Background: an optimization exercise with open tools, aiming at small area. Do not read the settings as production practice. The RTL was checked by simulation tests, not by an equivalence proof against the original design. Power is estimated from default activity; no workload was simulated.

lane 1:
Design LMC, start of the top module:
  ...
For scale: roughly 1,800 cells after synthesis, about 580 flip-flops, ~1,300 I/O pins.
==> flow/config.mk <==
export PLATFORM = sky130hd
export DESIGN_NAME = LMC
export DESIGN_NICKNAME = LMC
export VERILOG_FILES = /design/flow/design.v
export SDC_FILE = /design/flow/constraint.sdc
export NUM_CORES = 4
export LEC_CHECK = 0
export CAP_MARGIN = 20
export CORE_AREA = 10 10 440 440
export DIE_AREA = 0 0 450 450
export SLEW_MARGIN = 20
export SYNTH_HIERARCHICAL = 1
==> flow/constraint.sdc <==
create_clock -name core_clock -period 5.0 [get_ports {pclk}]
set_input_delay 1.0000 -clock core_clock [delete_from_list [all_inputs] [get_ports {pclk}]]
set_output_delay 1.0000 -clock core_clock [all_outputs]
set_load 0.01 [all_outputs]
standard.sh (not shown) runs the stock make flow with config.mk's settings and CLKGATE_MAP_FILE= SYNTH_SCRIPT=/design/flow/synth_recipe.tcl, a recipe that flattens the netlist after the stock synthesis.
==> flow/flow/run.sh <==
#!/bin/bash
# Layout: the standard flow (standard synthesis included), with the smallest
# buffer on each port and a clock tree without dummy loads.
set -euo pipefail
export BUFFER_PORTS_ARGS="-buffer_cell sky130_fd_sc_hd__buf_1"
export CTS_ARGS="-sink_clustering_enable -repair_clock_nets -dont_use_dummy_load"
bash standard.sh > standard_flow.log 2>&1
What lane 2 does differently from lane 1 at the input level:
Settings: swapping 10 10 440 440 for 5 5 375 375 in CORE_AREA; swapping 0 0 450 450 for 0 0 380 380 in DIE_AREA.
==> flow/flow/run.sh <==
#!/bin/bash
# Layout: the standard flow (standard synthesis included), with the smallest
# buffer on each port and a clock tree of smaller buffers without dummy loads.
set -euo pipefail
export BUFFER_PORTS_ARGS="-buffer_cell sky130_fd_sc_hd__buf_1"
export CTS_ARGS="-sink_clustering_enable -repair_clock_nets -dont_use_dummy_load -sink_clustering_size 20 -sink_clustering_max_diameter 100 -buf_list {sky130_fd_sc_hd__clkbuf_16}"
bash standard.sh > standard_flow.log 2>&1
==> run summary <==
- Going from lane 1 to lane 2, proportion of power drawn by the clock network shrinks by 8.9 points.
- Lane 2 | status: complete | timing, DRC, antenna: pass
- Instance area at placement went down by a few percent going from lane 1 to lane 2.
- Delta(layout overhead on the synthesized area, lane 2 - lane 1) < 0
- Going from lane 1 to lane 2, total power after layout shrank by more than 10%.
- [lane 2] count of clock-buffer cells in the layout fell 50% relative to lane 1
- Sort lane 2 and lane 1 by first-pass GRT wire length desc -> top: lane 1
- Reported for lane 2 and lane 1, clock net sink count turned out identical to the last digit.
Here is what was changed in the inputs of lane 3 compared with lane 2.
Settings: swapping 0 0 380 380 for 0 0 450 450 in DIE_AREA; swapping 5 5 375 375 for 10 10 440 440 in CORE_AREA.
==> flow/flow/run.sh <==
#!/bin/bash
# Layout: the standard flow (standard synthesis included), with the smallest
# buffer on each port and a clock tree of smaller buffers without dummy loads.
set -euo pipefail
export BUFFER_PORTS_ARGS="-buffer_cell sky130_fd_sc_hd__buf_1"
export CTS_ARGS="-sink_clustering_enable -repair_clock_nets -dont_use_dummy_load -buf_list {sky130_fd_sc_hd__clkbuf_4 sky130_fd_sc_hd__clkbuf_8}"
bash standard.sh > standard_flow.log 2>&1
==> run summary <==
Max sequential share of layout area across lane 2 and lane 3: lane 2. Lane 2 → lane 3: diode insertion count for antenna repair increased by about 120% relative to the old numbers; wire length on met1 increased by about 22% relative to the old numbers; net total in the final layout increased by 60 relative to the old numbers; slew at the pin with the worst max-slew slack increased by 0.15 ns relative to the old numbers; detailed-routed wire length on met3 increased by 12% relative to the old numbers. Re worst reg-to-reg path cell count: lane 2 was higher than lane 3. Of lane 2 and lane 3, the lower post-layout instance area belongs to lane 2.
What lane 4 does differently from lane 3 at the input level:
Settings: swapping 10 10 440 440 for 5 5 375 375 in CORE_AREA; swapping 0 0 450 450 for 0 0 380 380 in DIE_AREA.
==> comparison <==
Lane 4: done, clean on timing, DRC and antenna
Summary of lane 4 over lane 3: power per standard cell area lost about 1.3%; sequential cell fraction of total power picked up an extra 1.9 points; met1 routed wirelength after detailed routing lost 17%; via count lost 2.0%.
Inputs modified between lane 4 and lane 5:
Settings: changing DIE_AREA from 0 0 380 380 to 0 0 450 450; changing CORE_AREA from 5 5 375 375 to 10 10 440 440.
--- a/flow/flow/run.sh
+++ b/flow/flow/run.sh
@@ -5,3 +5,3 @@
 export BUFFER_PORTS_ARGS="-buffer_cell sky130_fd_sc_hd__buf_1"
-export CTS_ARGS="-sink_clustering_enable -repair_clock_nets -dont_use_dummy_load -buf_list {sky130_fd_sc_hd__clkbuf_4 sky130_fd_sc_hd__clkbuf_8}"
+export CTS_ARGS="-sink_clustering_enable -repair_clock_nets -dont_use_dummy_load -buf_list {sky130_fd_sc_hd__clkbuf_2 sky130_fd_sc_hd__clkbuf_4}"
 bash standard.sh > standard_flow.log 2>&1
## What came out
- Compared with lane 4, in lane 5 CTS buffer count now sits higher, core area climbed 35%, met2 demand-to-capacity share in global routing moved down.
- Diff lane 5..lane 4 | non-clock inverter total of the final layout | unchanged
- Lane 5 vs. lane 4: worst hold margin shows a reduction of 0.19 ns, growth of design area from synthesis to finish shows an increase of 29 points.
- Diff lane 4..lane 5 | share of final-layout standard cells stronger than drive strength 1 | negligible
- Going from lane 4 to lane 5, switching part of the total saw an increase, number of cells on the worst reg-to-reg path fell by 1.

Setup of run A:
Another version of the RTL of LMC (not shown whole).
Size: about 580 flip-flops.
Settings: LEC_CHECK=0, CAP_MARGIN=20, CORE_AREA=5 5 375 375, DIE_AREA=0 0 380 380, PLACE_DENSITY=0.3, SLEW_MARGIN=20, SYNTH_HIERARCHICAL=1; clock period 5.0 ns.
==> flow/flow/run.sh <==
#!/bin/bash
# Layout: the standard flow (standard synthesis included), with the smallest
# buffer on each port and a clock tree of smaller buffers without dummy loads.
set -euo pipefail
export BUFFER_PORTS_ARGS="-buffer_cell sky130_fd_sc_hd__buf_1"
export CTS_ARGS="-sink_clustering_enable -repair_clock_nets -dont_use_dummy_load -sink_clustering_size 15 -sink_clustering_max_diameter 80 -buf_list {sky130_fd_sc_hd__clkbuf_8}"
bash standard.sh > standard_flow.log 2>&1
Setup changes, run A to run B
- clearing PLACE_DENSITY, which used to be 0.3
--- outcome ---
Run B finished every stage and its layout cleared the timing, design-rule and antenna checks. Clock period minus worst slack: run B < run A. Setup slack: run B more than run A. Proportion of cell area occupied by registers, run B and run A: smaller value in run B. Compared with run A, run B shows a via count that is 1234 higher. Latest clock arrival within the worst-skew pair in run B is 0.02 ns below run A. Logic gate share of total power in run B is 1.4 points above run A. Re clock buffer count in the final layout: run A was higher than run B. Run B reports a higher utilization of the core after routing than run A does.
Setup changes, run B to run C
==> flow/flow/run.sh <==
#!/bin/bash
# Layout: the standard flow (standard synthesis included), with the smallest
# buffer on each port and a clock tree of smaller buffers without dummy loads.
set -euo pipefail
export BUFFER_PORTS_ARGS="-buffer_cell sky130_fd_sc_hd__buf_1"
export CTS_ARGS="-sink_clustering_enable -repair_clock_nets -dont_use_dummy_load -sink_clustering_size 12 -sink_clustering_max_diameter 80 -buf_list {sky130_fd_sc_hd__clkbuf_8}"
bash standard.sh > standard_flow.log 2>&1
==> comparison <==
| all-layer global routing usage | run B vs run C | ≈ equal |
Changes observed in run C relative to run B: number of detailed-routing iterations run before antenna repair saw a decrease; total of max-cap violations saw little to no change; clock period minus final worst setup slack lower; clock network latency to the later pin of the worst-skew pair increased by 0.02 ns relative to the old numbers; wire length of the first global-routing pass barely changed.
Run C was carried through to the last stage, and its layout satisfied the timing, design-rule and antenna checks.
Combinational share of power delta for run C relative to run B: 0.3 points lower
The inputs of run D differ from those of run C as listed below.
- PLACE_DENSITY: unset -> 0.75
==> flow/flow/run.sh <==
#!/bin/bash
# Layout: the standard flow (standard synthesis included), with the smallest
# buffer on each port and a clock tree of smaller buffers without dummy loads.
set -euo pipefail
export BUFFER_PORTS_ARGS="-buffer_cell sky130_fd_sc_hd__buf_1"
export CTS_ARGS="-sink_clustering_enable -repair_clock_nets -dont_use_dummy_load -sink_clustering_size 15 -sink_clustering_max_diameter 80 -buf_list {sky130_fd_sc_hd__clkbuf_8}"
bash standard.sh > standard_flow.log 2>&1
[summary]
- Run D: done, clean on timing, DRC and antenna
- Run C -> run D: fraction of standard cell area in multi-input logic flat
- Route | run D vs run C | wire longer in run D
- The final instance count without filler cells of run C and that of run D are within noise of each other.
- Run C was larger in final cell area than run D.
diff inputs: run D => run E
- a change of PLACE_DENSITY from 0.75 to 0.45
## What came out
Compared with run D, in run E total negative setup slack flat; number of clock buffer instances in the layout fell by 2; relative slew slack increased 9.3 points; net switching component of the power lost 1.1%.

-- what the ideal ports hide --
The results above use ideal ports. As a check the final layouts listed here were re-extracted and re-timed, cells and wires unchanged.
Step 1 sets driving cells, clkbuf_16 on the clock port and buf_2 on the other inputs (assumed; they add their load-dependent delay and slew).
Step 2 adds t to the input delays and takes it off the output delays; t is the mean of the earliest and latest rising clock arrival at the registers after step 1. Input paths then give back, and output paths get back, about the clock's delay inside the block.
Three values: no drivers, after step 1, after step 2; two values: the first two.
run | shift t [ns] | setup slack, ns | worst hold slack (ns) | worst slew at a driven data input, ns
lane 1 | 0.737 | 1.107 / 1.103 / 0.366 | 0.393 / 0.344 / 0.486 | 0.33
lane 2 | 0.666 | 0.937 / 0.955 / 0.289 | 0.493 / 0.493 / 0.493 | 0.32
lane 3 | 0.878 | 1.312 / 1.272 / 0.394 | 0.223 / 0.178 / 0.487 | 0.38
lane 4 | 0.801 | 1.049 / 0.979 / 0.177 | 0.394 / 0.366 / 0.485 | 0.28
lane 5 | 1.214 | 0.684 / 0.682 / -0.532 | 0.200 / 0.162 / 0.484 | 0.32
run A | 0.793 | 1.068 / 1.030 / 0.236 | 0.358 / 0.305 / 0.489 | 0.25
run B | 0.781 | 1.222 / 1.105 / 0.324 | 0.414 / 0.390 / 0.487 | 0.22
run C | 0.769 | 1.256 / 1.162 / 0.393 | 0.421 / 0.399 / 0.486 | 0.23
run D | 0.743 | 0.968 / 0.923 / 0.181 | 0.356 / 0.348 / 0.492 | 0.24
run E | 0.756 | 0.861 / 0.877 / 0.121 | 0.444 / 0.421 / 0.493 | 0.22
With both steps, setup timing fails in lane 5, where it was met with ideal ports. For lane 5, which loses most, drivers alone change the setup slack by -0.002 ns; drivers and shift together by -1.216 ns.
